Context: an optimization exercise on an open-source flow, tuned for small area and a short achievable clock period. The choices shown serve that exercise and are no tape-out recipe. RTL that was checked went through simulation tests only; none was proved equivalent to the original. Function not checked in runs 7 and 8: the RTL went through the layout flow alone. Power is estimated from default activity; no workload was simulated.

File: design.v
module pwm_ch (
	input  logic        clk_i,
	input  logic        rst_ni,
	input  logic [1:0]  ctrl_i,    
	input  logic [31:0] div_i,
	input  logic        div_v_i,
	input  logic [31:0] per_i,
	input  logic        per_v_i,
	input  logic [31:0] dc_i,
	input  logic        dc_v_i,
	output logic        pts_o,
	output logic        pts_d_o,   
	output logic        oe_o
);
	logic [31:0] c1;
	logic        ph;
	logic [31:0] pc;
	function automatic lt32;
		input [31:0] a;
		input [31:0] b;
		reg [31:0] l, e;
		integer i, s;
		begin
			l = ~a & b;
			e = ~(a ^ b);
			for (s = 1; s < 32; s = s * 2)
				for (i = 0; i < 32; i = i + 2 * s) begin
					l[i] = l[i + s] | (e[i + s] & l[i]);
					e[i] = e[i + s] & e[i];
				end
			lt32 = l[0];
		end
	endfunction
	function automatic [31:0] pre32;
		input [31:0] a;
		reg [31:0] p;
		integer i, s;
		begin
			p = {a[30:0], 1'b1};
			for (s = 1; s < 32; s = s * 2)
				for (i = 0; i < 32; i = i + 1)
					if ((i / s) % 2 == 1)
						p[i] = p[i] & p[(i / s) * s - 1];
			pre32 = p;
		end
	endfunction
	wire en    = ctrl_i[1];
	wire match = div_v_i ? (c1 == div_i) : (c1 == 32'd0);
	wire tick  = en & match & ~ph;
	wire wrap  = ~per_v_i | ~lt32(pc, per_i);
	wire below = dc_v_i & lt32(pc, dc_i);
	wire load  = tick & ctrl_i[0];
	wire [31:0] c1_inc = c1 ^ pre32(c1);
	wire [31:0] pc_inc = pc ^ pre32(pc);
	assign pts_d_o = load ? below : pts_o;
	always_ff @(posedge clk_i or negedge rst_ni)
		if (!rst_ni) begin
			c1    <= 32'd1;
			ph    <= 1'b0;
			pc    <= 32'd0;
			pts_o <= 1'b0;
			oe_o  <= 1'b0;
		end else begin
			if (en)
				c1 <= match ? 32'd1 : c1_inc;
			ph    <= ph ^ (en & match);
			if (load)
				pc <= wrap ? 32'd0 : pc_inc;
			pts_o <= pts_d_o;
			oe_o  <= oe_o | load;
		end
endmodule
module	apb_pwm #(parameter DATA_WIDTH = 32,
                        ADDR_WIDTH = 8)(
	input   logic                   PCLK_i,
	input   logic                   PRST_ni,
	input   logic                   PWRITE_i,
	input   logic [ADDR_WIDTH -1:0] PADDR_i,
	input   logic [DATA_WIDTH -1:0] PWDATA_i,
	input   logic                   PSEL_i,PENABLE_i,
	output  logic [DATA_WIDTH -1:0] PRDATA_o,
	output  logic                   o_pwm_1,
	output  logic                   o_pwm_2,
	output  logic                   oe_pwm1,
	output  logic                   oe_pwm2,
	output  logic                   PSLVERR_o,PREADY_o
);
	wire       hit = (PADDR_i[7:5] == 3'd0) && (PADDR_i[1:0] == 2'd0);
	wire [2:0] idx = PADDR_i[4:2];
	wire       wr  = PSEL_i & PENABLE_i & PWRITE_i & hit;
	wire       rs  = PSEL_i & ~PENABLE_i & ~PWRITE_i & hit;
	wire [7:0] we = {8{wr}} & (8'd1 << idx);
	logic [2:0] ctrl_1, ctrl_2;
	always_ff @(posedge PCLK_i or negedge PRST_ni)
		if (!PRST_ni) begin
			ctrl_1 <= 3'd0;
			ctrl_2 <= 3'd0;
		end else begin
			if (we[0]) ctrl_1 <= PWDATA_i[2:0];
			if (we[4]) ctrl_2 <= PWDATA_i[2:0];
		end
	logic [31:0] div_1, per_1, dc_1, div_2, per_2, dc_2;
	logic [7:0]  v;    
	always_ff @(posedge PCLK_i)
		begin
			if (we[1]) div_1 <= PWDATA_i;
			if (we[2]) per_1 <= PWDATA_i;
			if (we[3]) dc_1  <= PWDATA_i;
			if (we[5]) div_2 <= PWDATA_i;
			if (we[6]) per_2 <= PWDATA_i;
			if (we[7]) dc_2  <= PWDATA_i;
		end
	always_ff @(posedge PCLK_i or negedge PRST_ni)
		if (!PRST_ni)
			v <= 8'd0;
		else
			v <= v | {we[7:5], 1'b0, we[3:1], 1'b0};
	logic [31:0] rdata_d;
	always_comb begin
		rdata_d = 32'd0;
		if (rs)
			case (idx)
				3'd0: rdata_d = {29'd0, ctrl_1};
				3'd1: rdata_d = v[1] ? div_1 : 32'd0;
				3'd2: rdata_d = v[2] ? per_1 : 32'd0;
				3'd3: rdata_d = v[3] ? dc_1  : 32'd0;
				3'd4: rdata_d = {29'd0, ctrl_2};
				3'd5: rdata_d = v[5] ? div_2 : 32'd0;
				3'd6: rdata_d = v[6] ? per_2 : 32'd0;
				3'd7: rdata_d = v[7] ? dc_2  : 32'd0;
			endcase
	end
	always_ff @(posedge PCLK_i or negedge PRST_ni)
		if (!PRST_ni)
			PRDATA_o <= 32'd0;
		else
			PRDATA_o <= rdata_d;
	logic pts_1, pts_2, pts_d_1, pts_d_2;
	pwm_ch ch1 (.clk_i(PCLK_i), .rst_ni(PRST_ni), .ctrl_i(ctrl_1[1:0]),
		.div_i(div_1), .div_v_i(v[1]), .per_i(per_1), .per_v_i(v[2]),
		.dc_i(dc_1), .dc_v_i(v[3]), .pts_o(pts_1), .pts_d_o(pts_d_1), .oe_o(oe_pwm1));
	pwm_ch ch2 (.clk_i(PCLK_i), .rst_ni(PRST_ni), .ctrl_i(ctrl_2[1:0]),
		.div_i(div_2), .div_v_i(v[5]), .per_i(per_2), .per_v_i(v[6]),
		.dc_i(dc_2), .dc_v_i(v[7]), .pts_o(pts_2), .pts_d_o(pts_d_2), .oe_o(oe_pwm2));
	wire gate_d_1 = we[0] ? PWDATA_i[2] : ctrl_1[2];
	wire gate_d_2 = we[4] ? PWDATA_i[2] : ctrl_2[2];
	always_ff @(posedge PCLK_i or negedge PRST_ni)
		if (!PRST_ni) begin
			o_pwm_1 <= 1'b0;
			o_pwm_2 <= 1'b0;
		end else begin
			o_pwm_1 <= gate_d_1 & pts_d_1;
			o_pwm_2 <= gate_d_2 & pts_d_2;
		end
	assign PSLVERR_o = 1'b0;
	assign PREADY_o  = 1'b1;
endmodule
File: flow/my_synth.tcl
proc synth {args} { yosys synth -nofsm -noshare {*}$args }
proc abc {args} {
  set i [lsearch -exact $args -script]
  if {$i >= 0 && [info exists ::env(MY_ABC_SCRIPT)] && $::env(MY_ABC_SCRIPT) ne ""} {
    lset args [expr {$i + 1}] $::env(MY_ABC_SCRIPT)
  }
  yosys abc {*}$args
}
source $::env(SCRIPTS_DIR)/synth.tcl
# left out here: clear keep_hierarchy, flatten, clean up, hide names made inside functions, write 1_2_yosys.v
File: config.mk
export PLATFORM = sky130hd
export DESIGN_NAME = apb_pwm
export DESIGN_NICKNAME = apb_pwm
export VERILOG_FILES = /design/flow/design.v
export SDC_FILE = /design/flow/constraint.sdc
export NUM_CORES = 4
export LEC_CHECK = 0
export CAP_MARGIN = 20
export CORE_MARGIN = 2
export CORE_UTILIZATION = 50
export CTS_BUF_LIST = sky130_fd_sc_hd__clkbuf_16
export CTS_CLUSTER_DIAMETER = 80
export CTS_CLUSTER_SIZE = 24
export SETUP_SLACK_MARGIN = 2.6
export SLEW_MARGIN = 20
export SYNTH_HIERARCHICAL = 1
export SYNTH_MINIMUM_KEEP_SIZE = 0
File: standard.sh
#!/bin/bash
# synth_recipe.tcl (not shown) runs the flow's synth.tcl, then flattens the netlist and writes it again
# the make line also repeats each setting of config.mk as NAME=value (left out here)
make -C /OpenROAD-flow-scripts/flow DESIGN_CONFIG=/design/flow/config.mk WORK_HOME=/design/flow/orfs CLKGATE_MAP_FILE= SYNTH_SCRIPT=/design/flow/synth_recipe.tcl "${@:-finish}"
File: flow/run.sh
#!/bin/bash
# The standard layout (standard.sh) with these changes:
#  - synthesis keeps adders as plain logic for ABC (no adder-cell extraction)
#    and, when flow/abc.script exists, maps with that ABC script instead of
#    ORFS's; registers and their names are those of the standard synthesis
#  - ports get buf_1 buffers (sized later by repair) instead of delay cells
# make's full output goes to standard.log; ORFS's own logs are in orfs/logs.
set -euo pipefail
W=$PWD
args=(ADDER_MAP_FILE= "BUFFER_PORTS_ARGS=-buffer_cell sky130_fd_sc_hd__buf_1" "SYNTH_SCRIPT=$W/flow/my_synth.tcl")
if [[ -f flow/abc.script ]]; then args+=("MY_ABC_SCRIPT=$W/flow/abc.script"); fi
if [[ -f flow/extra.vars ]]; then while read -r l; do [[ -n "$l" ]] && args+=("$l"); done < flow/extra.vars; fi
bash standard.sh "${args[@]}" finish > standard.log 2>&1
File: constraint.sdc
create_clock -name core_clock -period 5.0 [get_ports {PCLK_i}]
set_input_delay 1.0000 -clock core_clock [delete_from_list [all_inputs] [get_ports {PCLK_i}]]
set_output_delay 1.0000 -clock core_clock [all_outputs]
set_load 0.01 [all_outputs]
==> results of run 1 <==
per-stage QoR:
stage | cells | power (mW) | area (um2) | setup slack, ps | hold slack, ps
2_1_floorplan | 1872 | 3.445 | 20170 | 2184 | 434.7
3_3_place_gp | 2390 | 3.564 | 20760 | 1359 | 438.8
3_5_place_dp | 2390 | 3.567 | 20760 | 1332 | 452.6
4_1_cts | 2521 | 5.897 | 23000 | 2287 | 473.8
5_1_grt | 2565 | 6.045 | 24120 | 2200 | 493.2
6_report | 2565 | 5.886 | 24120 | 2310 | 471.7
worst paths after layout:
kind	from	end	slack, ps	cells after the start
min in group asynchronous	PRST_ni	ch1.pc[6]$_DFFE_PN0P_	530	2
setup / recovery	div_2[16]$_DFFE_PP_	ch2.pc[27]$_DFFE_PN0P_	2310	10
setup reg to reg	div_2[16]$_DFFE_PP_	ch2.pc[27]$_DFFE_PN0P_	2310	10
hold reg to reg	ch2.oe_o$_DFF_PN0_	ch2.oe_o$_DFF_PN0_	470	1
max in group asynchronous	PRST_ni	ctrl_1[1]$_DFFE_PN0P_	3760	2
hold / removal	ch2.oe_o$_DFF_PN0_	ch2.oe_o$_DFF_PN0_	470	1
state kept, by name, summed over array words and instances, names as in the netlist, 3 cells and up:
name and flops:
PRDATA_o 32, ch1.c1 32, ch1.pc 32, ch2.c1 32, ch2.pc 32, ctrl_1 3, ctrl_2 3, dc_1 32
dc_2 32, div_1 32, div_2 32, per_1 32, per_2 32, v 6
per-module statistics from Yosys, one instance, submodules excluded:
module / flip-flops and latches / cell area (um2) / cells inside
apb_pwm: 238 / 9628 / 662
pwm_ch: 67 / 5221 / 605
report_power, final:
group / switching [mW] / total [mW] / leakage, nW / internal, mW
registers: 0.0211 / 3.26 / 4.16 / 3.24
logic: 0.205 / 0.309 / 4.94 / 0.104
clock network: 1.25 / 2.32 / 0.448 / 1.06
total: 1.48 / 5.89 / 9.55 / 4.41
logic make-up after synthesis:
family                   after synthesis  share of synthesized area, %
AO/OA/AOI/OAI                        311                         10.35
adder cells (fa/ha/maj)               30                         1.509
multiplexers                           9                        0.6047
other                                  2                       0.03742
flip-flops                           372                         51.18
XOR/XNOR                             222                         9.688
AND/OR/NAND/NOR                      737                         22.32
buffers and inverters                189                         4.308
area by class of cell:
type	instances	share of cell area (%)
multi-input combinational	1315	42.23
antenna	2	0.02075
sequential	372	42.81
inverter	81	1.261
tap	525	2.723
clock buffer	27	2.801
clock inverter	21	0.9337
timing repair buffer	222	7.215
cells in the mapped netlist (27+ instances only):
master and number:
maj3_1 28, buf_2 28, nand3_1 54, dfrtp_1 178, nand2b_1 27, nand2_1 71
xor2_1 72, a31oi_1 30, nor2_1 151, a21oi_1 32, o21ai_0 114, inv_1 79
edfxtp_1 192, nand4_1 61, xnor2_1 150, clkbuf_1 62, and3b_1 88, and3_1 102
nor2b_1 43
what timing repair did:
action	in CTS	in global routing
hold buffers	0	0
buffers inserted	77	38
setup endpoints to repair	223	151
pin swaps	70	85
cloned	6	4
gates resized for setup	151	174
metal layers:
metal  part of all wire, %  track usage, %  up-vias
met4                   4.0           10.61        0
met5                     0               0        -
met2                    47           50.46      641
met1                    42           44.37     7951
met3                   6.9           3.508      129
li1                      -               -     7074
==> impl_metrics.toml, run 1 <==
[drt]
vias = 15795
wirelength_mm = 66.87
dr.pass1.iters = 5
wl_per_cell_um = 26.07
ant_nets = 0
first_iter_violations = 1605
post-route-drc-count = 0
viasPerCell = 6.158

[timing]
min_period_ps = 2691
slew_headroom_pct = 36.45
tightest_slew_ps = 953.3
hold_violations = 0
min_period_over_period_pct = 53.81
clock.fmax_ghz = 0.3717
finalSetupViolCount = 0
fin_worst_skew_ps = 21.62
grt_setup_unrepaired = "true"
setup_tns_ps = 0
drv_slew = 0

[placement]
portBuffers = 80
place.gp.congestion = 0.9266
dp_hpwl_mm = 46.15

[critical_path]
max_stage_delay_ps = 490
critPathBufInv = 2
critical_path.top_delay_family = "simple AND/OR/NAND/NOR gates"
critPathMaxFanout = 6
crit_path_start_kind = "flop"
crit_required_ps = 5460
crit_chain = "xnor2_2, nand4_1, nor4_4, buf_4, nand3_4, a2111oi_4, buf_4, nand4_1, xnor2_1, nor2_1"
critPathSlowestCell = "edfxtp_1"
critPathArrivalTime_ps = 3150
cp-end-kind = "flop"
crit_type = "reg -> reg"

[final_layout]
multi_input_area_um2 = 10190
drive_gt1_share_pct = 22.91
mostFrequentLayoutCells = "edfxtp_1 (192), dfrtp_1 (135), xnor2_1 (121)"
fill_cells = 3322
regArea_um2 = 10330
syn_to_final_growth_pct = 20.18
final_common_cell = "edfxtp_1"
utilization_pct = 60.85
fin_nets = 2063

[floorplanning]
initial_core_util_pct = 50.63
design.die.area_um2 = 41760
fp.dieH_um = 204.4
die_w_um = 204.4
num_io_pins = 83
rows = 73
core_area_um2 = 39640

[synthesis]
synth_cell_types = 83
synthFlopType = "edfxtp_1"
ys_ff_latch = 372
syn_nets = 1917
synth_area_um2 = 20070
syn_inst = 1872
synth_async_sr_flop_share_pct = 48.39
netlist_top_cells_area = "edfxtp_1 (29%), dfrtp_1 (22%), xnor2_1 (6.5%)"
synth_top_area_cell = "edfxtp_1"
syn_area_per_cell_um2 = 10.72
netlist.area_leader.share_pct = 28.73
yosysWarnings = 8
synth_edf_count = 192
yosysSeqAreaShare_pct = 51.18

[cts]
cts.clk_slew.worst_paths_ps = 90
cts_root_buf = "clkbuf_16"
cts.sinks = 372
worstSkewPairLatency_ps = 590
numCtsBuffers = 26
clk_path_buf_depth = 3
cts_tree = "built"
h-tree-depth = 1

[power_and_ir_drop]
leakagePower_nw = 9.545
irDropWorstVdd_uv = 227.5
power_density_nw_per_um2 = 244.0

[hold_path]
min_path_type = "reg -> reg"

[global_routing]
grt_pass1_wl_mm = 96.72
grt_max_degree = 120
antenna_found_initial = 2
grt_overflow_total = 0
track_usage_pct = 31.38
first_global_vias = 15091

[outcome]
outcome = "timing/DRC/antenna clean"

[run]
maxCapViolations = 0
==> run 2, diff against run 1 <==
--- a/config.mk
+++ b/config.mk
@@ -13,5 +13,3 @@
 export CTS_CLUSTER_SIZE = 24
 export SETUP_SLACK_MARGIN = 2.6
 export SLEW_MARGIN = 20
-export SYNTH_HIERARCHICAL = 1
-export SYNTH_MINIMUM_KEEP_SIZE = 0
==> run 2 against run 1 <==
  * Still clean on timing, DRC and antenna
  * Critical path depth down 2
  * Flip-flop and latch count unchanged
  * Sequential power up 2%
  * Routed wire length down 9.8%
  * Global-route usage down 0.90 points
  * Sequential share of layout area up 4.3 points
  * Via count down 6.1%
  * Clock skew up 12 ps
  * Design area down 9.3%
  * Highest routed layer unchanged
==> impl_metrics.toml, run 2 <==
[drt]
ant_nets = 0
wl_per_cell_um = 25.94
vias = 14830
post-route-drc-count = 0
first_iter_violations = 1472
wirelength_mm = 60.34
viasPerCell = 6.376
dr.pass1.iters = 6

[cts]
cts.clk_slew.worst_paths_ps = 90
cts_tree = "built"
numCtsBuffers = 24
h-tree-depth = 1
cts_root_buf = "clkbuf_16"
clk_path_buf_depth = 3
cts.sinks = 372
worstSkewPairLatency_ps = 590

[critical_path]
crit_required_ps = 5470
crit_chain = "nor2b_4, or4_1, or3_4, nor4_4, a211oi_4, buf_12, nand2b_4, o311ai_2"
critPathMaxFanout = 7
regToRegStartpoint = "per_2[29]$_DFFE_PP_"
critical_path.top_delay_family = "simple AND/OR/NAND/NOR gates"
critPathSlowestCell = "or4_1"
critPathArrivalTime_ps = 3070
r2r-end = "ch2.pc[21]$_DFFE_PN0P_"
cp.depth = 8
cp-end-kind = "flop"
critPathBufInv = 1
ff2ff_setup_slack_ps = 2400
crit_type = "reg -> reg"
r2r_cells = 8
crit_start = "per_2[29]$_DFFE_PP_"
crit_path_start_kind = "flop"
max_stage_delay_ps = 510

[final_layout]
fin_area_um2 = 21880
final_common_cell = "edfxtp_1"
mostFrequentLayoutCells = "edfxtp_1 (192), dfrtp_1 (155), nand2_1 (111)"
fill_cells = 3025
diodes = 0
drive_gt1_share_pct = 17.71
syn_to_final_growth_pct = 17.75
fin_nets = 1885

[global_routing]
track_usage_pct = 30.48
antenna_found_initial = 0
first_global_vias = 13705
grt_overflow_total = 0
grt_pass1_wl_mm = 88.08
grt_max_degree = 60

[placement]
dp_hpwl_mm = 41.86
placed_area_um2 = 19290
place.gp.congestion = 0.9185
portBuffers = 80

[hold_path]
holdPathEnd = "ch1.oe_o$_DFF_PN0_"
hold_start = "ch1.oe_o$_DFF_PN0_"
min_path_type = "reg -> reg"
hold_depth = 1

[timing]
min_period_over_period_pct = 51.98
tightest_slew_ps = 803.1
finalSetupViolCount = 0
fin_worst_skew_ps = 33.81
drv_slew = 0
slew_headroom_pct = 46.46
clock.fmax_ghz = 0.3847
setup_tns_ps = 0
grt_setup_unrepaired = "true"
min_period_ps = 2599
hold_violations = 0

[synthesis]
yosysSeqAreaShare_pct = 55.27
yosysWarnings = 2
netlist.area_leader.share_pct = 31.02
netlist_top_cells_area = "edfxtp_1 (31%), dfrtp_1 (24%), xor2_1 (3.8%)"
synth_cell_types = 78
yosysMostFrequentCell = "edfxtp_1"
synthFlopType = "edfxtp_1"
synth_area_um2 = 18590
synth_top_area_cell = "edfxtp_1"
syn_nets = 1766
ys_ff_latch = 372
synth_edf_count = 192
syn_inst = 1721
synth_common_cells = "edfxtp_1 (192), dfrtp_1 (178), nand2_1 (114), nor2_1 (104), a22oi_1 (92)"
syn_area_per_cell_um2 = 10.80
synth_async_sr_flop_share_pct = 48.39

[power_and_ir_drop]
irDropWorstVdd_uv = 300.2
power_mw = 5.917
leakagePower_nw = 7.781
power_density_nw_per_um2 = 270.4

[run]
maxCapViolations = 0

[floorplanning]
num_io_pins = 83
die_w_um = 196.8
initial_core_util_pct = 50.77
fp.dieH_um = 196.8
design.die.area_um2 = 38730
core_area_um2 = 36610
rows = 70

[outcome]
outcome = "timing/DRC/antenna clean"
## run 2: cell types whose count changed after synthesis, moves of 23 or more
| cell | before | now |
|---|---|---|
| o21ai_0 | 114 | 83 |
| and3_1 | 102 | 13 |
| nor2_1 | 151 | 104 |
| nand2_1 | 71 | 114 |
| nor3_1 | 24 | 53 |
| a22oi_1 | 2 | 92 |
| xnor2_1 | 150 | 79 |
| and3b_1 | 88 | 1 |
| a21oi_1 | 32 | 55 |
## run 2: worst max path at each step
stage | to | slack, ps
6_report | ch2.pc[21]$_DFFE_PN0P_ | 2400
5_1_grt | ch2.pc[25]$_DFFE_PN0P_ | 2320
4_1_cts | ch2.pc[21]$_DFFE_PN0P_ | 2330
3_5_place_dp | dc_2[17]$_DFFE_PP_ | 1450
3_3_place_gp | dc_2[21]$_DFFE_PP_ | 1450
2_1_floorplan | dc_1[0]$_DFFE_PP_ | 1820
## run 2: timing repair
| item | 4_1_cts | 5_1_grt |
|---|---|---|
| resized for setup | 132 | 95 |
| buffers inserted | 43 | 38 |
| cloned | 10 | 4 |
| hold buffers | 0 | 0 |
| pin swaps | 54 | 36 |
| setup endpoints to repair | 292 | 313 |
## run 2: cell families after synthesis
family | share of synthesized area, %
adders and majority gates | 1.845
DFF | 55.27
and+or+nand+nor | 15.87
buffers and inverters | 3.810
other | 0.04041
muxes | 0.5790
AOI/OAI and AO/OA | 15.09
xor gates and xnor gates | 7.493
## run 2: power breakdown
part / switching (mW) / internal [mW]
Sequential: 0.0669 / 3.26
Clock: 1.20 / 1.02
Combinational: 0.240 / 0.129
## run 2: metal layers
layer  GRT usage (%)  routed length [um]  vias to the layer above  share of wire (%)
li1                -                   -                     6603                  -
met1           44.53               25720                     7460                 43
met2           48.82               28100                      650                 47
met3           3.662                4435                      117                7.4
met4           7.324                2091                        0                3.5
met5               0                   0                        -                  0
## run 2: area by class of cell
type / count / area, um2 / share of cell area [%]
Sequential cell: 372 / 10300 / 47.07
Multi-Input combinational cell: 1183 / 8506 / 38.87
Timing Repair Buffer: 182 / 1361 / 6.221
Clock buffer: 24 / 600.6 / 2.744
Tap cell: 468 / 585.6 / 2.676
Inverter: 77 / 289.0 / 1.321
Clock inverter: 20 / 240.2 / 1.098
## run 2: through the flow
stage | setup WS, ps | hold slack (ps) | cells | util, %
after detailed placement | 1449 | 456.9 | 2187 | 52.70
after global routing | 2318 | 505.5 | 2326 | 59.77
after CTS | 2335 | 478.3 | 2284 | 57.52
after floorplan | 1820 | 442.3 | 1721 | -
final | 2401 | 473.4 | 2326 | 59.77
after global placement | 1450 | 451.8 | 2187 | 52.70
==> run 3, diff against run 2 <==
--- a/config.mk
+++ b/config.mk
@@ -11,5 +11,6 @@
 export CTS_BUF_LIST = sky130_fd_sc_hd__clkbuf_16
 export CTS_CLUSTER_DIAMETER = 80
 export CTS_CLUSTER_SIZE = 24
-export SETUP_SLACK_MARGIN = 2.6
+export SETUP_SLACK_MARGIN = 3.0
 export SLEW_MARGIN = 20
+export TNS_END_PERCENT = 0
==> run 3 against run 2 <==
  * Still clean
  * Non-clock buffer count decreased by 61
  * Final cell count decreased by 3.0%
  * Global-route usage decreased by 0.62 points
  * Flip-flop and latch count unchanged
  * Via count decreased by 4.5%
  * Maximum frequency decreased by 3.6%
  * Worst setup slack got worse by 98 ps
  * Routed wire length decreased by 4.8%
  * Total power decreased by 2.9%
  * Register-to-register slack got worse by 98 ps
  * Critical path depth unchanged
  * Largest cell class unchanged
==> impl_metrics.toml, run 3 <==
[synthesis]
yosysWarnings = 2
synth_async_sr_flop_share_pct = 48.39
synthFlopType = "edfxtp_1"
syn_inst = 1721
yosysSeqAreaShare_pct = 55.27
yosysMostFrequentCell = "edfxtp_1"
synth_area_um2 = 18590
synth_common_cells = "edfxtp_1 (192), dfrtp_1 (178), nand2_1 (114), nor2_1 (104), a22oi_1 (92)"
ys_ff_latch = 372
netlist_top_cells_area = "edfxtp_1 (31%), dfrtp_1 (24%), xor2_1 (3.8%)"
netlist.area_leader.share_pct = 31.02
synth_cell_types = 78
synth_top_area_cell = "edfxtp_1"
synth_edf_count = 192
syn_area_per_cell_um2 = 10.80
syn_nets = 1766

[placement]
dp_hpwl_mm = 41.82
placed_area_um2 = 19300
place.gp.congestion = 0.9463
portBuffers = 80

[floorplanning]
num_io_pins = 83
fp.dieH_um = 196.8
initial_core_util_pct = 50.77
core_area_um2 = 36610
die_w_um = 196.8
rows = 70
design.die.area_um2 = 38730

[final_layout]
mostFrequentLayoutCells = "edfxtp_1 (192), dfrtp_1 (170), nand2_1 (113)"
fin_nets = 1818
drive_gt1_share_pct = 9.167
syn_to_final_growth_pct = 10.30
diodes = 0
final_common_cell = "edfxtp_1"
fill_cells = 3193
utilization_pct = 55.99
fin_area_um2 = 20500

[drt]
wirelength_mm = 57.47
post-route-drc-count = 0
vias = 14157
ant_nets = 0
viasPerCell = 6.272
dr.pass1.iters = 6
wl_per_cell_um = 25.46
first_iter_violations = 1330

[global_routing]
grt_pass1_wl_mm = 86.52
grt_overflow_total = 0
track_usage_pct = 29.86
first_global_vias = 13490
grt_max_degree = 72
antenna_found_initial = 1

[critical_path]
crit_type = "reg -> reg"
cp-end-kind = "flop"
crit_path_start_kind = "flop"
critPathArrivalTime_ps = 3190
ff2ff_setup_slack_ps = 2300
crit_required_ps = 5500
critPathMaxFanout = 4

[cts]
numCtsBuffers = 22
cts.clk_slew.worst_paths_ps = 100
clk_path_buf_depth = 3
cts_hold_buf = 0
h-tree-depth = 1
cts_root_buf = "clkbuf_16"
cts_tree = "built"
cts.sinks = 372
worstSkewPairLatency_ps = 580

[outcome]
outcome = "timing/DRC/antenna clean"

[timing]
min_period_over_period_pct = 53.95
tightest_slew_ps = 991.5
fin_worst_skew_ps = 31.92
finalSetupViolCount = 0
hold_violations = 0
min_period_ps = 2698
clock.fmax_ghz = 0.3707
grt_setup_unrepaired = "true"
slew_headroom_pct = 33.90
drv_slew = 0
setup_tns_ps = 0

[run]
maxCapViolations = 0

[power_and_ir_drop]
power_density_nw_per_um2 = 280.2
irDropWorstVdd_uv = 228.8
leakagePower_nw = 7.181

[hold_path]
min_path_type = "reg -> reg"
run 3: cell counts after synthesis:
Identical to the previous run, type by type.
run 3: metal layers:
layer | part of all wire [%] | up-vias | global-route usage [%] | routed length, um
met5 | 0 | - | 0 | 0
met4 | 2.5 | 0 | 7.658 | 1452
met3 | 7.4 | 75 | 2.772 | 4230
met2 | 46 | 547 | 47.04 | 26390
met1 | 44 | 7086 | 44.67 | 25390
li1 | - | 6449 | - | -
run 3: path summary, 6_finish.rpt:
path	start	to	depth (start not counted)
worst max-delay path	ch2.pc[31]$_DFFE_PN0P_	o_pwm_2$_DFF_PN0_	8
worst min-delay path	ch1.oe_o$_DFF_PN0_	ch1.oe_o$_DFF_PN0_	1
worst max register to register	ch2.pc[31]$_DFFE_PN0P_	o_pwm_2$_DFF_PN0_	8
worst min register to register	ch1.oe_o$_DFF_PN0_	ch1.oe_o$_DFF_PN0_	1
max in group asynchronous	PRST_ni	ch1.c1[0]$_DFFE_PN1P_	2
min in group asynchronous	PRST_ni	ch2.ph$_DFF_PN0_	1
run 3: cells by family (layout without fill, tap and decap cells):
| logic type | Yosys count | after routing | share of synthesized area [%] |
|---|---|---|---|
| AND/OR/NAND/NOR | 564 | 568 | 15.87 |
| AO/OA/AOI/OAI | 405 | 406 | 15.09 |
| flip-flops | 372 | 372 | 55.27 |
| buffers and inverters | 175 | 238 | 3.810 |
| XOR/XNOR | 159 | 159 | 7.493 |
| adder cells (fa/ha/maj) | 34 | 34 | 1.845 |
| multiplexers | 10 | 10 | 0.5790 |
| other | 2 | 2 | 0.04041 |
run 3: worst max-delay path: stages, from the launching register on:
cell      delay (ps)
dfrtp_1          450
xnor2_1          180
o211ai_1         140
or4b_4           570
or4_4            590
o21bai_1         160
nor3b_1          120
a31oi_4          250
and2_1           160
run 3: repair_timing:
action	CTS	global route
cloned	6	0
buffers inserted	18	6
pin swaps	17	4
setup endpoints to repair	407	408
resized for setup	31	19
run 3: cell type report:
cell class | count | area (um2) | share of cell area, %
Timing Repair Buffer | 121 | 641.9 | 3.131
Inverter | 77 | 289.0 | 1.410
Multi-Input combinational cell | 1179 | 7930 | 38.68
Clock inverter | 16 | 170.2 | 0.8301
Tap cell | 468 | 585.6 | 2.856
Sequential cell | 372 | 10280 | 50.16
Clock buffer | 24 | 600.6 | 2.930
run 3: power breakdown:
group          internal [mW]  switching, mW  leakage [nW]
Sequential              3.26         0.0639          4.21
Clock                  0.987           1.13         0.390
Combinational         0.0907          0.215          2.58
run 3: stage by stage:
stage	worst slack (ps)	total power [mW]	hold WS [ps]	std cells
6_report	2302	5.744	473.0	2257
3_3_place_gp	1507	3.680	453.3	2187
3_5_place_dp	1451	3.685	450.5	2187
4_1_cts	2257	5.760	477.0	2251
2_1_floorplan	1816	3.541	442.3	1721
5_1_grt	2221	5.901	490.4	2257
==> run 4, diff against run 3 <==
==> flow/abc.script (new file) <==
strash
dch -f
map
topo
stime -c
--- a/config.mk
+++ b/config.mk
@@ -11,6 +11,5 @@
 export CTS_BUF_LIST = sky130_fd_sc_hd__clkbuf_16
 export CTS_CLUSTER_DIAMETER = 80
 export CTS_CLUSTER_SIZE = 24
-export SETUP_SLACK_MARGIN = 3.0
+export SETUP_SLACK_MARGIN = 2.8
 export SLEW_MARGIN = 20
-export TNS_END_PERCENT = 0
==> run 4 against run 3 <==
  * Clock-buffer cell count did not move
  * Still clean on timing, DRC and antenna
  * Clock power barely moved
  * Routed wire length rose by 27%
  * Critical path type unchanged
  * Combinational power fell by 41%
  * Sequential share of layout area fell by 7.5 points
  * Maximum frequency rose by 11%
  * Largest cell class unchanged
  * Final cell count rose by 29%
  * Synthesized area rose by 3.5%
  * Critical endpoint is now ch1.pc[16]$_DFFE_PN0P_
  * Clock skew rose by 1.3 ps
  * First-iteration DRC count rose by 63%
  * Global-route usage rose by 4.4 points
==> impl_metrics.toml, run 4 <==
[floorplanning]
num_io_pins = 83
die_w_um = 200.2
core_area_um2 = 37760
design.die.area_um2 = 40060
rows = 71
fp.dieH_um = 200.2
initial_core_util_pct = 50.95

[synthesis]
ys_ff_latch = 372
netlist.area_leader.share_pct = 29.97
synth_common_cells = "clkinv_1 (313), nand2_1 (310), nor2_1 (202), edfxtp_1 (192), dfrtp_1 (178)"
netlist_top_cells_area = "edfxtp_1 (30%), dfrtp_1 (23%), clkinv_1 (6.1%)"
syn_nets = 2167
syn_area_per_cell_um2 = 9.066
yosysMostFrequentCell = "clkinv_1"
synth_top_family_by_area = "compound AO/OA/AOI/OAI gates"
synth_top_area_cell = "edfxtp_1"
synth_xor_xnor_area_share_pct = 2.732
syn_inst = 2122
yosysWarnings = 2
synth_area_um2 = 19240
yosys.area_share.simple_pct = 18.45
synth_async_sr_flop_share_pct = 48.39
synthFlopType = "edfxtp_1"
synth_cell_types = 40
yosysSeqAreaShare_pct = 53.40
synth_compound_area_share_pct = 19.19
synth_adder_area_share_pct = 0
synth_edf_count = 192
synth.mux.area_fraction_pct = 0

[timing]
setup_tns_ps = 0
tightest_slew_ps = 793.7
fin_worst_skew_ps = 33.25
slew_headroom_pct = 46.60
finalSetupViolCount = 0
min_period_ps = 2429
hold_violations = 0
drv_slew = 0
min_period_over_period_pct = 48.58
grt_setup_unrepaired = "true"
clock.fmax_ghz = 0.4117

[critical_path]
max_stage_delay_ps = 570
critPathMaxFanout = 8
r2r_cells = 11
cp-end-kind = "flop"
path_common_cell = "nand4_1"
crit_chain = "clkinv_2, a22oi_2, nand4_1, nor3_1, nand4_1, buf_4, a21oi_4, buf_6, buf_12, a31oi_1, o21bai_1"
crit_required_ps = 5460
crit_type = "reg -> reg"
ff2ff_setup_slack_ps = 2570
critPathSlowestCell = "edfxtp_1"
crit_path_start_kind = "flop"
critPathArrivalTime_ps = 2890

[drt]
ant_nets = 0
first_iter_violations = 2172
dr.pass1.iters = 5
wl_per_cell_um = 25.08
vias = 18464
wirelength_mm = 73.06
post-route-drc-count = 0
viasPerCell = 6.338

[global_routing]
first_global_vias = 16682
grt_overflow_total = 0
antenna_found_initial = 2
grt_pass1_wl_mm = 105.2
track_usage_pct = 34.28
grt_max_degree = 110

[final_layout]
fill_cells = 3175
syn_to_final_growth_pct = 25.59
diodes = 0
fin_nets = 2430
drive_gt1_share_pct = 20.52
finalNonFillerCells = 2913
final_common_cell = "nand2_1"
mostFrequentLayoutCells = "nand2_1 (280), clkinv_1 (247), edfxtp_1 (192)"

[power_and_ir_drop]
leakagePower_nw = 8.806
power_density_nw_per_um2 = 228.7
irDropWorstVdd_uv = 326.9

[outcome]
outcome = "timing/DRC/antenna clean"

[placement]
portBuffers = 80
place_inst = 2732
dp_hpwl_mm = 49.13
place.gp.congestion = 0.9625

[cts]
numCtsBuffers = 23
h-tree-depth = 1
clk_path_buf_depth = 3
cts_root_buf = "clkbuf_16"
cts.sinks = 372
cts_tree = "built"
cts.clk_slew.worst_paths_ps = 100
worstSkewPairLatency_ps = 590

[run]
maxCapViolations = 0

[hold_path]
min_path_type = "in -> async"
run 4: cell types whose count changed in the layout (fill, tap and decap cells not counted), sizes merged, moves of 55 or more:
cell    change
clkinv    +276
nand2     +196
buf       +103
nor2       +97
xnor2      -67
nand4      +59
o22ai      +55
run 4: area by class of cell:
cell class | instances | area (um2) | share of cell area (%)
clock buffer | 24 | 600.6 | 2.486
inverter | 313 | 1335 | 5.526
tap | 511 | 639.4 | 2.646
clock inverter | 18 | 153.9 | 0.6370
sequential | 372 | 10320 | 42.71
multi-input combinational | 1441 | 9026 | 37.36
timing repair buffer | 234 | 2087 | 8.638
run 4: routing by layer:
layer	vias up	part of all wire (%)	global-route usage [%]
met3	120	10	5.874
met5	-	0.031	0
met1	9063	41	49.39
li1	8280	-	-
met4	4	2.2	6.263
met2	997	46	55.17
run 4: metrics by stage:
stage	hold WS [ps]	utilization, %	total power [mW]	worst slack (ps)	area (um2)
final	344.8	63.99	5.526	2571	24160
after global routing	355.8	63.99	5.673	2473	24160
after CTS	342.1	59.87	5.534	2609	22610
after detailed placement	450.6	54.49	3.475	1638	20570
after global placement	451.9	54.49	3.474	1640	20570
after floorplan	436.4	-	3.363	1884	19440
run 4: kinds of logic (layout without fill, tap and decap cells):
family / after synthesis / in the layout
simple gates: 800 / 803
compound gates: 573 / 576
flops: 372 / 372
buf+inv: 315 / 589
xor+xnor: 60 / 60
other cells: 2 / 2
run 4: path summary, 6_finish.rpt:
kind,startpoint,to
min in group core_clock,v[6]$_DFF_PN0_,v[6]$_DFF_PN0_
hold / removal,PRST_ni,ch2.c1[7]$_DFFE_PN0P_
setup reg to reg,div_1[20]$_DFFE_PP_,ch1.pc[16]$_DFFE_PN0P_
setup / recovery,div_1[20]$_DFFE_PP_,ch1.pc[16]$_DFFE_PN0P_
max in group asynchronous,PRST_ni,ch2.pc[19]$_DFFE_PN0P_
hold reg to reg,v[6]$_DFF_PN0_,v[6]$_DFF_PN0_
run 4: repair_timing:
item	CTS	global route
hold buffers	0	0
pin swaps	34	52
cloned	11	13
setup endpoints to repair	314	264
endpoints found under the hold margin	0	0
buffers inserted	51	62
resized for setup	171	247
run 4: critical path: cells and delay by family, from the launching register on:
kind / cells / cell delay [ps]
DFF: 1 / 570
AOI/OAI and AO/OA: 4 / 620
buffers and inverters: 4 / 620
and+or+nand+nor: 3 / 490
run 4: report_power, final:
| part | switching (mW) | leakage [nW] | internal, mW | total, mW |
|---|---|---|---|---|
| Combinational | 0.141 | 4.26 | 0.0403 | 0.181 |
| Sequential | 0.0126 | 4.16 | 3.23 | 3.25 |
| Clock | 1.17 | 0.386 | 0.925 | 2.10 |
==> run 5, diff against run 4 <==
--- a/config.mk
+++ b/config.mk
@@ -11,5 +11,6 @@
 export CTS_BUF_LIST = sky130_fd_sc_hd__clkbuf_16
 export CTS_CLUSTER_DIAMETER = 80
 export CTS_CLUSTER_SIZE = 24
-export SETUP_SLACK_MARGIN = 2.8
+export SETUP_SLACK_MARGIN = 2.6
 export SLEW_MARGIN = 20
+export TNS_END_PERCENT = 20
==> run 5 against run 4 <==
  * Still clean on timing, DRC and antenna
  * Synthesized area stayed put
  * Maximum frequency increased by 0.41%
  * Hold slack better by 65 ps
  * Register-to-register slack hardly changed
  * Utilization down 4.0 points
  * Clock-buffer cell count is 1 lower
  * Flip-flop and latch count did not move
  * Final cell count shrank 2.6%
  * Critical path type unchanged
  * Critical endpoint is now ch2.pc[4]$_DFFE_PN0P_
==> impl_metrics.toml, run 5 <==
[outcome]
outcome = "timing/DRC/antenna clean"

[critical_path]
crit_type = "reg -> reg"
max_stage_delay_ps = 570
path_common_cell = "nand4_1"
crit_path_start_kind = "flop"
r2r-end = "ch2.pc[4]$_DFFE_PN0P_"
ff2ff_setup_slack_ps = 2580
r2r_cells = 10
cp-end-kind = "flop"
critPathMaxFanout = 15
critPathArrivalTime_ps = 2910
crit_chain = "clkinv_1, a22oi_1, nand4_1, nor3_2, nand4_1, nand2_2, nand4_1, buf_6, clkbuf_16, o21ai_0"
critPathSlowestCell = "edfxtp_1"
crit_required_ps = 5500
regToRegStartpoint = "div_2[22]$_DFFE_PP_"

[cts]
cts.clk_slew.worst_paths_ps = 90
worstSkewPairLatency_ps = 600
clk_path_buf_depth = 3
cts_root_buf = "clkbuf_16"
cts_tree = "built"
cts.sinks = 372
h-tree-depth = 1
numCtsBuffers = 23
cts_hold_buf = 0

[drt]
post-route-drc-count = 0
viasPerCell = 6.268
first_iter_violations = 2012
vias = 17788
wl_per_cell_um = 24.58
ant_nets = 0
wirelength_mm = 69.76
dr.pass1.iters = 6

[placement]
placed_area_um2 = 20520
pre_cts_slack_ps = 1135
portBuffers = 80
dp_hpwl_mm = 49.78
place.gp.congestion = 1.008

[synthesis]
synth_edf_count = 192
yosysMostFrequentCell = "clkinv_1"
synth_cell_types = 40
syn_inst = 2122
ys_ff_latch = 372
synth_common_cells = "clkinv_1 (313), nand2_1 (310), nor2_1 (202), edfxtp_1 (192), dfrtp_1 (178)"
yosysSeqAreaShare_pct = 53.40
synth_top_area_cell = "edfxtp_1"
synth_async_sr_flop_share_pct = 48.39
synthFlopType = "edfxtp_1"
synth_area_um2 = 19240
netlist.area_leader.share_pct = 29.97
yosysWarnings = 2
syn_area_per_cell_um2 = 9.066
netlist_top_cells_area = "edfxtp_1 (30%), dfrtp_1 (23%), clkinv_1 (6.1%)"
syn_nets = 2167

[global_routing]
grt_pass1_wl_mm = 102.1
antenna_found_initial = 2
first_global_vias = 16408
grt_max_degree = 79
track_usage_pct = 33.40
grt_overflow_total = 0

[final_layout]
fin_nets = 2354
final_common_cell = "nand2_1"
mostFrequentLayoutCells = "nand2_1 (293), clkinv_1 (272), edfxtp_1 (192)"
drive_gt1_share_pct = 12.85
fin_area_um2 = 22630
syn_to_final_growth_pct = 17.64

[timing]
fin_worst_skew_ps = 39.53
min_period_over_period_pct = 48.39
finalSetupViolCount = 0
hold_slack_ps = 409.7
drv_slew = 0
setup_tns_ps = 0
tightest_slew_ps = 1078
min_period_ps = 2419
slew_headroom_pct = 27.93
grt_setup_unrepaired = "true"
setup_slack_ps = 2581
hold_violations = 0
clock.fmax_ghz = 0.4133

[floorplanning]
num_io_pins = 83
core_area_um2 = 37760
design.die.area_um2 = 40060
rows = 71
fp.dieH_um = 200.2
die_w_um = 200.2
initial_core_util_pct = 50.95

[power_and_ir_drop]
switching_share_pct = 23.67
leakagePower_nw = 8.132
power_switching_mw = 1.324
p_comb_share_pct = 3.0
p_int_mw = 4.269
irDropWorstVdd_uv = 339.4
clkPwrFrac_pct = 39.0
seqPwrFrac_pct = 58.0
power_density_nw_per_um2 = 247.2

[run]
maxCapViolations = 0

[hold_path]
min_path_type = "in -> async"
run 5: cell counts after synthesis:
Identical to the previous run, type by type.
run 5: worst max path at each step:
stage | start | end | slack, ps | cells after the start
floorplan | PADDR_i[7] | per_1[0]$_DFFE_PP_ | 1880 | 5
global placement | PADDR_i[2] | PRDATA_o[6]$_DFF_PN0_ | 1230 | 6
detailed placement | PADDR_i[2] | PRDATA_o[6]$_DFF_PN0_ | 1140 | 6
CTS | ch2.pc[30]$_DFFE_PN0P_ | ch2.pc[25]$_DFFE_PN0P_ | 2430 | 9
global route | ch1.c1[9]$_DFFE_PN0P_ | ch1.c1[22]$_DFFE_PN0P_ | 2480 | 7
finish | div_2[22]$_DFFE_PP_ | ch2.pc[4]$_DFFE_PN0P_ | 2580 | 10
run 5: power by group through the flow:
stage / clock network [mW] / registers (mW) / logic [mW]
CTS: 2.21 / 3.25 / 0.163
floorplan: 0 / 3.31 / 0.0466
global route: 2.32 / 3.25 / 0.182
detailed placement: 0 / 3.31 / 0.160
global placement: 0 / 3.31 / 0.158
finish: 2.18 / 3.25 / 0.168
run 5: repair_timing:
item | CTS | global route
buffers inserted | 12 | 31
endpoints found under the setup margin | 150 | 179
pin swaps | 7 | 27
cloned | 3 | 10
gates resized for setup | 35 | 183
hold endpoints to repair | 0 | 0
run 5: critical path, delay by kind of cell, from the launching register on:
family	cells	cell delay [ps]
AND/OR/NAND/NOR	5	850
flip-flops	1	570
buffers and inverters	3	520
AO/OA/AOI/OAI	2	370
run 5: cell families (layout without fill, tap and decap cells):
family	Yosys count	after routing	share of synthesized area [%]
other cells	2	3	0.03904
buf+inv	315	517	6.185
flops	372	372	53.40
xor+xnor	60	60	2.732
simple gates	800	800	18.45
compound gates	573	575	19.19
run 5: layer usage:
| metal | track usage, % | up-vias | share of wire, % |
|---|---|---|---|
| met5 | 0 | - | 0.043 |
| met4 | 8.769 | 4 | 2.6 |
| met3 | 5.190 | 134 | 9.3 |
| met2 | 53.39 | 848 | 47 |
| met1 | 47.71 | 8707 | 42 |
| li1 | - | 8095 | - |
run 5: area by class of cell:
| type | count | area [um2] |
|---|---|---|
| flip-flops and latches | 372 | 10300 |
| repair buffers | 162 | 1239 |
| clock inverters | 19 | 220.2 |
| well taps | 511 | 639.4 |
| multi-input cells | 1437 | 8417 |
| clock buffers | 23 | 575.6 |
| inverters | 313 | 1240 |
| fillers | 3321 | 15120 |
| diodes | 1 | 2.502 |
run 5: metrics by stage:
stage                     instances  util [%]  power, mW
after floorplan                2122         -      3.357
after global placement         2738     54.32      3.469
after detailed placement       2739     54.36      3.471
after CTS                      2796     57.36      5.620
after global routing           2837     59.93      5.748
final                          2838     59.94      5.594
==> run 6, diff against run 5 <==
--- a/config.mk
+++ b/config.mk
@@ -8,9 +8,9 @@
 export CAP_MARGIN = 20
 export CORE_MARGIN = 2
 export CORE_UTILIZATION = 50
-export CTS_BUF_LIST = sky130_fd_sc_hd__clkbuf_16
-export CTS_CLUSTER_DIAMETER = 80
-export CTS_CLUSTER_SIZE = 24
+export CTS_BUF_LIST = sky130_fd_sc_hd__clkbuf_8
+export CTS_CLUSTER_DIAMETER = 50
+export CTS_CLUSTER_SIZE = 14
 export SETUP_SLACK_MARGIN = 2.6
 export SLEW_MARGIN = 20
-export TNS_END_PERCENT = 20
+export TNS_END_PERCENT = 0
==> run 6 against run 5 <==
  * Still clean on timing, DRC and antenna
  * Sequential power hardly changed
  * Clock skew is 1.5 ps higher
  * Synthesized cell count stayed put
  * Critical path type unchanged
==> impl_metrics.toml, run 6 <==
[drt]
ant_nets = 0
post-route-drc-count = 0
vias = 17810
wl_per_cell_um = 23.80
viasPerCell = 6.247
wirelength_mm = 67.87
first_iter_violations = 1905
dr.pass1.iters = 6

[floorplanning]
die_w_um = 200.2
core_area_um2 = 37760
design.die.area_um2 = 40060
rows = 71
fp.dieH_um = 200.2
num_io_pins = 83
initial_core_util_pct = 50.95

[synthesis]
yosysSeqAreaShare_pct = 53.40
netlist_top_cells_area = "edfxtp_1 (30%), dfrtp_1 (23%), clkinv_1 (6.1%)"
netlist.area_leader.share_pct = 29.97
yosysWarnings = 2
synth_common_cells = "clkinv_1 (313), nand2_1 (310), nor2_1 (202), edfxtp_1 (192), dfrtp_1 (178)"
synth_area_um2 = 19240
syn_area_per_cell_um2 = 9.066
yosysMostFrequentCell = "clkinv_1"
synthFlopType = "edfxtp_1"
syn_nets = 2167
synth_cell_types = 40
synth_async_sr_flop_share_pct = 48.39
syn_inst = 2122
ys_ff_latch = 372
synth_edf_count = 192
synth_top_area_cell = "edfxtp_1"

[timing]
min_period_over_period_pct = 48.82
setup_tns_ps = 0
hold_violations = 0
finalSetupViolCount = 0
slew_headroom_pct = 39.96
tightest_slew_ps = 892.3
clock.fmax_ghz = 0.4097
min_period_ps = 2441
grt_setup_unrepaired = "true"
drv_slew = 0
fin_worst_skew_ps = 41.05
hold_slack_ps = 441.1

[final_layout]
fin_nets = 2351
utilization_pct = 58.80
regArea_um2 = 10280
multi_input_area_um2 = 8212
mostFrequentLayoutCells = "nand2_1 (306), clkinv_1 (298), nor2_1 (192), edfxtp_1 (192), dfrtp_1 (172)"
syn_to_final_growth_pct = 15.41
fill_cells = 3343
drive_gt1_share_pct = 9.577
final_common_cell = "nand2_1"

[power_and_ir_drop]
power_switching_mw = 1.398
p_comb_share_pct = 2.8
power_density_nw_per_um2 = 266.1
seqPwrFrac_pct = 54.9
leakagePower_nw = 8.011
p_int_mw = 4.510
switching_share_pct = 23.66
clkPwrFrac_pct = 42.3
irDropWorstVdd_uv = 368.1

[critical_path]
critPathSlowestCell = "dfrtp_1"
crit_required_ps = 5550
critPathMaxFanout = 8
critPathArrivalTime_ps = 2990
max_stage_delay_ps = 430
crit_type = "reg -> reg"
crit_path_start_kind = "flop"
crit_chain = "clkinv_1, nor2_1, nand2_2, nor2_2, buf_4, nand4_1, nor2_4, nand2_1, nor2_1, nand4_1, a22oi_2"
cp-end-kind = "flop"

[placement]
dp_hpwl_mm = 48.89
place.gp.congestion = 0.9693
portBuffers = 80

[global_routing]
track_usage_pct = 33.68
top_usage_layer = "met2"
grt_pass1_wl_mm = 102.7
grt_overflow_total = 0
met1_usage_pct = 47.40
antenna_found_initial = 2
met3_usage_pct = 4.556
met2_usage_pct = 53.72
first_global_vias = 16798
grt_max_degree = 83

[cts]
h-tree-depth = 2
cts_root_buf = "clkbuf_8"
cts_tree = "built"
worstSkewPairLatency_ps = 630
cts_hold_buf = 0
clk_path_buf_depth = 3
cts.sinks = 372
numCtsBuffers = 42
cts.clk_slew.worst_paths_ps = 80

[outcome]
outcome = "timing/DRC/antenna clean"

[hold_path]
min_path_type = "in -> async"

[run]
maxCapViolations = 0
==> run 6: cell counts after synthesis <==
No cell type changed its count.
==> run 6: final timing paths <==
path,slack [ps],end,depth (start not counted),startpoint
setup / recovery,2560,ch1.pc[31]$_DFFE_PN0P_,11,ch1.pc[1]$_DFFE_PN0P_
hold reg to reg,480,ch2.oe_o$_DFF_PN0_,1,ch2.oe_o$_DFF_PN0_
min in group core_clock,480,ch2.oe_o$_DFF_PN0_,1,ch2.oe_o$_DFF_PN0_
setup reg to reg,2560,ch1.pc[31]$_DFFE_PN0P_,11,ch1.pc[1]$_DFFE_PN0P_
hold / removal,440,ch2.pc[0]$_DFFE_PN0P_,1,PRST_ni
max in group asynchronous,3610,ch1.c1[6]$_DFFE_PN0P_,2,PRST_ni
==> run 6: kinds of logic (layout without fill, tap and decap cells) <==
kind of cell / Yosys count / after routing / synth area share (%)
other: 2 / 3 / 0.03904
flip-flops: 372 / 372 / 53.40
AO/OA/AOI/OAI: 573 / 577 / 19.19
XOR/XNOR: 60 / 60 / 2.732
buffers and inverters: 315 / 528 / 6.185
AND/OR/NAND/NOR: 800 / 800 / 18.45
==> run 6: repair_timing <==
item,CTS,global route
cloned,4,0
setup endpoints to repair,133,138
pin swaps,9,7
gates resized for setup,19,71
hold endpoints to repair,0,0
setup buffers,18,12
==> run 6: power by group through the flow <==
stage	clock [mW]	sequential, mW	combinational [mW]
after floorplan	0	3.31	0.0465
after global placement	0	3.31	0.157
after detailed placement	0	3.31	0.159
after CTS	2.52	3.24	0.161
after global routing	2.64	3.25	0.181
final	2.50	3.25	0.166
==> run 6: area by class of cell <==
class / instances / share of cell area, %
sequential: 372 / 46.30
multi-input combinational: 1439 / 36.99
inverter: 313 / 5.444
timing repair buffer: 138 / 3.872
tap: 511 / 2.880
clock buffer: 45 / 2.790
clock inverter: 32 / 1.713
antenna: 1 / 0.01127
==> run 6: critical path, delay by kind of cell (launching register included) <==
family	cells	cell delay (ps)
flip-flops	1	430
buffers and inverters	2	330
AND/OR/NAND/NOR	8	1380
AO/OA/AOI/OAI	1	220
==> run 6: routing by layer <==
| layer | routed length, um | share of wire, % |
|---|---|---|
| met2 | 31450 | 46 |
| met4 | 2283 | 3.4 |
| met5 | 16 | 0.024 |
| met3 | 5425 | 8.0 |
| met1 | 28690 | 42 |
==> run 6: metrics by stage <==
stage	cells	instance area (um2)	total power [mW]	setup slack, ps
detailed placement	2738	20510	3.470	1146
global placement	2738	20510	3.468	1135
CTS	2837	21810	5.928	2443
global route	2851	22200	6.063	2467
floorplan	2122	19300	3.357	1858
finish	2851	22200	5.908	2559
==> run 7, diff against run 6 <==
--- a/design.v
+++ b/design.v
@@ -12,9 +12,11 @@
 	output logic        pts_d_o,   
 	output logic        oe_o
 );
-	logic [31:0] c1;
+	logic [31:0] c1;    
+	logic        y;     
 	logic        ph;
-	logic [31:0] pc;
+	logic [31:0] pc;    
+	logic        z;     
 	function automatic lt32;
 		input [31:0] a;
 		input [31:0] b;
@@ -44,28 +46,35 @@
 			pre32 = p;
 		end
 	endfunction
-	wire en    = ctrl_i[1];
-	wire match = div_v_i ? (c1 == div_i) : (c1 == 32'd0);
-	wire tick  = en & match & ~ph;
-	wire wrap  = ~per_v_i | ~lt32(pc, per_i);
-	wire below = dc_v_i & lt32(pc, dc_i);
-	wire load  = tick & ctrl_i[0];
+	wire en     = ctrl_i[1];
+	wire eq     = div_v_i ? (c1 == div_i) : (c1 == 32'd0);
+	wire match  = y ? (div_v_i & (div_i == 32'd1)) : eq;
+	wire tick   = en & match & ~ph;
+	wire load   = tick & ctrl_i[0];
+	wire lt_per = z ? (per_v_i & (per_i != 32'd0)) : (per_v_i & lt32(pc, per_i));
+	wire lt_dc  = z ? (dc_v_i & (dc_i != 32'd0)) : (dc_v_i & lt32(pc, dc_i));
 	wire [31:0] c1_inc = c1 ^ pre32(c1);
 	wire [31:0] pc_inc = pc ^ pre32(pc);
-	assign pts_d_o = load ? below : pts_o;
+	assign pts_d_o = load ? lt_dc : pts_o;
+	always_ff @(posedge clk_i) begin
+		if (en)
+			c1 <= y ? 32'd2 : c1_inc;
+		if (load)
+			pc <= z ? 32'd1 : pc_inc;
+	end
 	always_ff @(posedge clk_i or negedge rst_ni)
 		if (!rst_ni) begin
-			c1    <= 32'd1;
+			y     <= 1'b1;
 			ph    <= 1'b0;
-			pc    <= 32'd0;
+			z     <= 1'b1;
 			pts_o <= 1'b0;
 			oe_o  <= 1'b0;
 		end else begin
 			if (en)
-				c1 <= match ? 32'd1 : c1_inc;
+				y <= match;
 			ph    <= ph ^ (en & match);
 			if (load)
-				pc <= wrap ? 32'd0 : pc_inc;
+				z <= ~lt_per;
 			pts_o <= pts_d_o;
 			oe_o  <= oe_o | load;
 		end
--- a/config.mk
+++ b/config.mk
@@ -8,9 +8,8 @@
 export CAP_MARGIN = 20
 export CORE_MARGIN = 2
 export CORE_UTILIZATION = 50
-export CTS_BUF_LIST = sky130_fd_sc_hd__clkbuf_8
-export CTS_CLUSTER_DIAMETER = 50
-export CTS_CLUSTER_SIZE = 14
+export CTS_BUF_LIST = sky130_fd_sc_hd__clkbuf_16
+export CTS_CLUSTER_DIAMETER = 80
+export CTS_CLUSTER_SIZE = 24
 export SETUP_SLACK_MARGIN = 2.6
 export SLEW_MARGIN = 20
-export TNS_END_PERCENT = 0
removed: flow/abc.script
==> run 7 against run 6 <==
  * Total power grew 8.8%
  * Routed wire length down 2.5%
  * Hold slack got worse by 30 ps
  * Utilization up 0.85 points
  * Final cell count decreased by 14%
  * Register-to-register slack worse by 170 ps
  * Largest power group unchanged
  * Sequential share of layout area increased by 1.3 points
  * Via count decreased by 13%
  * Clock-buffer cell count decreased by 22
  * Critical path type unchanged
  * Global-route usage shrank 2.3 points
  * Synthesized cell count is 17% lower
  * Worst setup slack got worse by 170 ps
==> impl_metrics.toml, run 7 <==
[outcome]
outcome = "timing/DRC/antenna clean"

[placement]
portBuffers = 80
dp_hpwl_mm = 46.04
pre_cts_slack_ps = 1307
place.gp.congestion = 0.9501
place_inst = 2282
placed_area_um2 = 20640

[floorplanning]
fp.dieH_um = 202.8
rows = 72
num_io_pins = 83
initial_core_util_pct = 50.88
core_area_um2 = 38830
design.die.area_um2 = 41120
die_w_um = 202.8

[final_layout]
mostFrequentLayoutCells = "edfxtp_1 (320), nor2_1 (165), xnor2_1 (150)"
drive_gt1_share_pct = 16.58
fill_cells = 3226
syn_to_final_growth_pct = 17.23
diodes = 0
final_common_cell = "edfxtp_1"
fin_nets = 1977
finalNonFillerCells = 2466
fin_area_um2 = 23160

[drt]
wl_per_cell_um = 26.85
first_iter_violations = 1949
ant_nets = 0
viasPerCell = 6.274
post-route-drc-count = 0
vias = 15472
wirelength_mm = 66.20
dr.pass1.iters = 7

[global_routing]
track_usage_pct = 31.35
grt_pass1_wl_mm = 94.92
first_global_vias = 14538
grt_max_degree = 39
grt_overflow_total = 0
antenna_found_initial = 1

[timing]
slew_headroom_pct = 48.95
tightest_slew_ps = 758.7
setup_tns_ps = 0
min_period_over_period_pct = 52.25
min_period_ps = 2613
finalSetupViolCount = 0
drv_slew = 0
hold_violations = 0
setup_slack_ps = 2387
fin_worst_skew_ps = 17.99
clock.fmax_ghz = 0.3828
grt_setup_unrepaired = "true"

[critical_path]
crit_type = "reg -> reg"
critPathArrivalTime_ps = 2910
critPathMaxFanout = 16
crit_required_ps = 5290
cp-end-kind = "flop"
crit_path_start_kind = "flop"

[power_and_ir_drop]
p_comb_share_pct = 8.8
p_int_mw = 4.724
power_density_nw_per_um2 = 277.4
seqPwrFrac_pct = 59.7
switching_share_pct = 26.49
power_switching_mw = 1.702
clkPwrFrac_pct = 31.4
leakagePower_nw = 7.877
irDropWorstVdd_uv = 354.8

[synthesis]
synth_area_um2 = 19760
synth_async_sr_flop_share_pct = 14.89
netlist_top_cells_area = "edfxtp_1 (49%), xnor2_1 (6.9%), dfrtp_1 (6.6%)"
synth_cell_types = 80
synthFlopType = "edfxtp_1"
synth_edf_count = 320
yosysWarnings = 2
yosysSeqAreaShare_pct = 55.76
yosysMostFrequentCell = "edfxtp_1"
ys_ff_latch = 376
syn_nets = 1804
netlist.area_leader.share_pct = 48.64
syn_area_per_cell_um2 = 11.23
synth_common_cells = "edfxtp_1 (320), nor2_1 (175), xnor2_1 (155), a22oi_1 (93), nand2_1 (89)"
synth_top_area_cell = "edfxtp_1"
syn_inst = 1759

[run]
maxCapViolations = 0

[cts]
numCtsBuffers = 22
h-tree-depth = 1
cts.sinks = 376
worstSkewPairLatency_ps = 580
cts_tree = "built"
clk_path_buf_depth = 3
cts_root_buf = "clkbuf_16"
cts.clk_slew.worst_paths_ps = 100

[hold_path]
min_path_type = "in -> async"
[run 7: repair_timing]
| item | 4_1_cts | 5_1_grt |
|---|---|---|
| resized for setup | 50 | 65 |
| gates cloned | 5 | 6 |
| hold buffers | 0 | 0 |
| pin swaps | 23 | 40 |
| setup buffers | 75 | 58 |
| setup endpoints to repair | 241 | 128 |
[run 7: metal layers]
metal  track usage [%]  share of wire (%)  routed length, um
met1             43.74                 42              27690
met3             7.817                 10               6730
met4             9.254                2.8               1864
met2             48.67                 45              29910
met5                 0              0.020                 13
[run 7: cell type report]
class | instances | area [um2] | share of cell area [%]
Inverter | 80 | 300.3 | 1.297
Clock buffer | 23 | 575.6 | 2.485
Timing Repair Buffer | 231 | 1690 | 7.298
Multi-Input combinational cell | 1221 | 8780 | 37.91
Sequential cell | 376 | 11030 | 47.64
Tap cell | 518 | 648.1 | 2.798
Clock inverter | 17 | 132.6 | 0.5726
[run 7: stage by stage]
| step | utilization [%] | total power, mW | hold WS (ps) |
|---|---|---|---|
| global route | 59.65 | 6.617 | 428.4 |
| floorplan | - | 4.158 | 437.1 |
| global placement | 53.16 | 4.396 | 452.6 |
| finish | 59.65 | 6.426 | 410.8 |
| detailed placement | 53.16 | 4.410 | 456.6 |
| CTS | 57.32 | 6.394 | 405.5 |
[run 7: power groups by stage]
stage | sequential (mW) | clock, mW | combinational (mW)
2_1_floorplan | 3.75 | 0 | 0.404
3_3_place_gp | 3.95 | 0 | 0.450
3_5_place_dp | 3.95 | 0 | 0.460
4_1_cts | 3.87 | 2.03 | 0.490
5_1_grt | 3.86 | 2.13 | 0.626
6_report | 3.84 | 2.02 | 0.568
[run 7: final timing paths]
check	start	endpoint	slack (ps)	depth (start not counted)
worst min register to register	ch1.oe_o$_DFF_PN0_	ch1.oe_o$_DFF_PN0_	480	1
max in group asynchronous	PRST_ni	ctrl_2[1]$_DFFE_PN0P_	3650	2
worst min-delay path	PRST_ni	PRDATA_o[17]$_DFF_PN0_	410	1
worst max-delay path	div_2[19]$_DFFE_PP_	ch2.pc[17]$_SDFFCE_PP0P_	2390	7
worst max register to register	div_2[19]$_DFFE_PP_	ch2.pc[17]$_SDFFCE_PP0P_	2390	7
min in group core_clock	ch1.oe_o$_DFF_PN0_	ch1.oe_o$_DFF_PN0_	480	1
[run 7: critical path, cell delays in order, from the launching register on]
cell and delay [ps]:
edfxtp_1 510, or4_1 570, or4_4 440, nor2_4 110
a41oi_2 140, a21boi_4 210, nor2_4 160, buf_12 170
[run 7: cells by family after synthesis]
| kind of cell | after synthesis | synth area share (%) |
|---|---|---|
| DFF | 376 | 55.76 |
| AOI/OAI and AO/OA | 300 | 10.79 |
| and+or+nand+nor | 636 | 17.44 |
| other | 2 | 0.03801 |
| muxes | 7 | 0.3990 |
| buffers and inverters | 166 | 3.331 |
| adders and majority gates | 30 | 1.520 |
| xor gates and xnor gates | 242 | 10.73 |
==> run 8, diff against run 7 <==
--- a/config.mk
+++ b/config.mk
@@ -11,5 +11,5 @@
 export CTS_BUF_LIST = sky130_fd_sc_hd__clkbuf_16
 export CTS_CLUSTER_DIAMETER = 80
 export CTS_CLUSTER_SIZE = 24
-export SETUP_SLACK_MARGIN = 2.6
+export SETUP_SLACK_MARGIN = 2.8
 export SLEW_MARGIN = 20
==> run 8 against run 7 <==
  * Worst setup slack lost 36 ps
  * Flip-flop and latch count unchanged
  * Global-route usage is 1.1 points higher
  * Clock power about the same
  * Maximum frequency down 1.4%
  * Critical path depth unchanged
  * Synthesized area unchanged
  * Routed wire length grew 1.7%
  * First-iteration DRC count shrank 8.9%
  * Design area rose by 1.7%
  * Total power is 1.4% higher
  * Largest cell class unchanged
==> impl_metrics.toml, run 8 <==
[critical_path]
endpoint = "ch2.pc[22]$_SDFFCE_PP0P_"
critPathMaxFanout = 16
r2r-end = "ch2.pc[22]$_SDFFCE_PP0P_"
cp-end-kind = "flop"
critPathArrivalTime_ps = 2930
ff2ff_setup_slack_ps = 2350
crit_start = "div_2[18]$_DFFE_PP_"
regToRegStartpoint = "div_2[18]$_DFFE_PP_"
crit_type = "reg -> reg"
crit_required_ps = 5280
crit_path_start_kind = "flop"
r2r_cells = 7

[timing]
slew_headroom_pct = 49.55
tightest_slew_ps = 756.7
hold_slack_ps = 454.8
clock.fmax_ghz = 0.3775
fin_worst_skew_ps = 17.47
setup_tns_ps = 0
drv_slew = 0
min_period_ps = 2649
finalSetupViolCount = 0
grt_setup_unrepaired = "true"
hold_violations = 0
min_period_over_period_pct = 52.98

[synthesis]
synth_xor_xnor_area_share_pct = 10.73
syn_inst = 1759
synthFlopType = "edfxtp_1"
synth_compound_area_share_pct = 10.79
yosysSeqAreaShare_pct = 55.76
yosys.area_share.simple_pct = 17.44
ys_ff_latch = 376
synth_top_area_cell = "edfxtp_1"
synth_cell_types = 80
yosysMostFrequentCell = "edfxtp_1"
syn_nets = 1804
synth_area_um2 = 19760
synth_adder_area_share_pct = 1.520
yosysWarnings = 2
synth_top_family_by_area = "simple AND/OR/NAND/NOR gates"
netlist_top_cells_area = "edfxtp_1 (49%), xnor2_1 (6.9%), dfrtp_1 (6.6%)"
syn_area_per_cell_um2 = 11.23
netlist.area_leader.share_pct = 48.64
synth_common_cells = "edfxtp_1 (320), nor2_1 (175), xnor2_1 (155), a22oi_1 (93), nand2_1 (89)"
synth.mux.area_fraction_pct = 0.3990
synth_edf_count = 320
synth_async_sr_flop_share_pct = 14.89

[placement]
placed_area_um2 = 20750
dp_hpwl_mm = 46.99
place.gp.congestion = 0.9501
portBuffers = 80

[power_and_ir_drop]
power_mw = 6.517
irDropWorstVdd_uv = 300.4
power_density_nw_per_um2 = 276.5
leakagePower_nw = 8.093

[global_routing]
grt_overflow_total = 0
grt_max_degree = 37
grt_pass1_wl_mm = 98.56
track_usage_pct = 32.41
antenna_found_initial = 0
first_global_vias = 14944

[floorplanning]
core_area_um2 = 38830
rows = 72
fp.dieH_um = 202.8
num_io_pins = 83
design.die.area_um2 = 41120
die_w_um = 202.8
initial_core_util_pct = 50.88

[cts]
cts_root_buf = "clkbuf_16"
worstSkewPairLatency_ps = 570
cts_tree = "built"
cts.clk_slew.worst_paths_ps = 100
cts.sinks = 376
h-tree-depth = 1
clk_path_buf_depth = 3
numCtsBuffers = 22

[final_layout]
fin_nets = 2006
mostFrequentLayoutCells = "edfxtp_1 (320), nor2_1 (163), xnor2_1 (147)"
drive_gt1_share_pct = 18.82
utilization_pct = 60.69
final_common_cell = "edfxtp_1"
diodes = 0
fin_area_um2 = 23570
fill_cells = 3262
syn_to_final_growth_pct = 19.28

[drt]
viasPerCell = 6.291
first_iter_violations = 1775
post-route-drc-count = 0
wl_per_cell_um = 26.98
dr.pass1.iters = 5
vias = 15696
ant_nets = 0
wirelength_mm = 67.30

[outcome]
outcome = "timing/DRC/antenna clean"

[hold_path]
min_path_type = "in -> async"

[run]
maxCapViolations = 0
run 8: kinds of logic after synthesis:
| group | Yosys count |
|---|---|
| AND/OR/NAND/NOR | 636 |
| flip-flops | 376 |
| AO/OA/AOI/OAI | 300 |
| XOR/XNOR | 242 |
| buffers and inverters | 166 |
| adder cells (fa/ha/maj) | 30 |
| multiplexers | 7 |
| other | 2 |
run 8: power breakdown:
part,switching (mW),internal [mW],leakage (nW)
Clock,1.12,0.923,0.376
Sequential,0.271,3.58,3.72
Combinational,0.313,0.303,4.00
Total,1.71,4.81,8.09
run 8: layout make-up:
cell class	count	area, um2	area share [%]
clock inverter	17	145.1	0.6159
tap	518	648.1	2.750
timing repair buffer	260	1936	8.214
clock buffer	23	575.6	2.442
multi-input combinational	1221	8929	37.89
inverter	80	300.3	1.274
sequential	376	11030	46.81
run 8: how the worst min path moves through the flow:
stage	from	endpoint	slack (ps)
5_1_grt	PRST_ni	PRDATA_o[17]$_DFF_PN0_	480
6_report	PRST_ni	PRDATA_o[17]$_DFF_PN0_	450
2_1_floorplan	ch1.ph$_DFF_PN0_	ch1.ph$_DFF_PN0_	440
4_1_cts	PRST_ni	PRDATA_o[17]$_DFF_PN0_	460
3_5_place_dp	ch2.ph$_DFF_PN0_	ch2.ph$_DFF_PN0_	460
3_3_place_gp	ch2.ph$_DFF_PN0_	ch2.ph$_DFF_PN0_	450
run 8: critical path, stage by stage (launching register included):
cell      delay [ps]
edfxtp_1         510
or4_4            560
or4_4            440
nor2_4           140
a41oi_4          130
a21boi_4         220
nor2_4           160
buf_12           170
run 8: stage by stage:
stage	setup WS (ps)	cells
after floorplan	2215	1759
after global placement	1704	2285
after detailed placement	1623	2285
after CTS	2430	2438
after global routing	2327	2495
final	2351	2495
run 8: per-layer routing:
metal | global-route usage (%) | vias up | routed length, um
met4 | 7.299 | 0 | 1615
met1 | 46.41 | 7839 | 28020
met3 | 5.923 | 100 | 6581
met5 | 0 | - | 0
met2 | 51.68 | 802 | 31090
li1 | - | 6955 | -
run 8: repair_timing:
| action | CTS | global route |
|---|---|---|
| gates cloned | 4 | 1 |
| hold buffers | 0 | 0 |
| setup buffers | 109 | 56 |
| pin swaps | 36 | 60 |
| setup endpoints to repair | 263 | 173 |
| resized for setup | 81 | 72 |
| hold endpoints to repair | 0 | 0 |

Check on run 8: ideal ports give 2.351 ns setup slack; a clkbuf_16 on the clock port and buf_2 on the inputs give 2.351 ns; moving port delays by the midpoint clock arrival (0.621 ns) as well gives 2.064 ns.
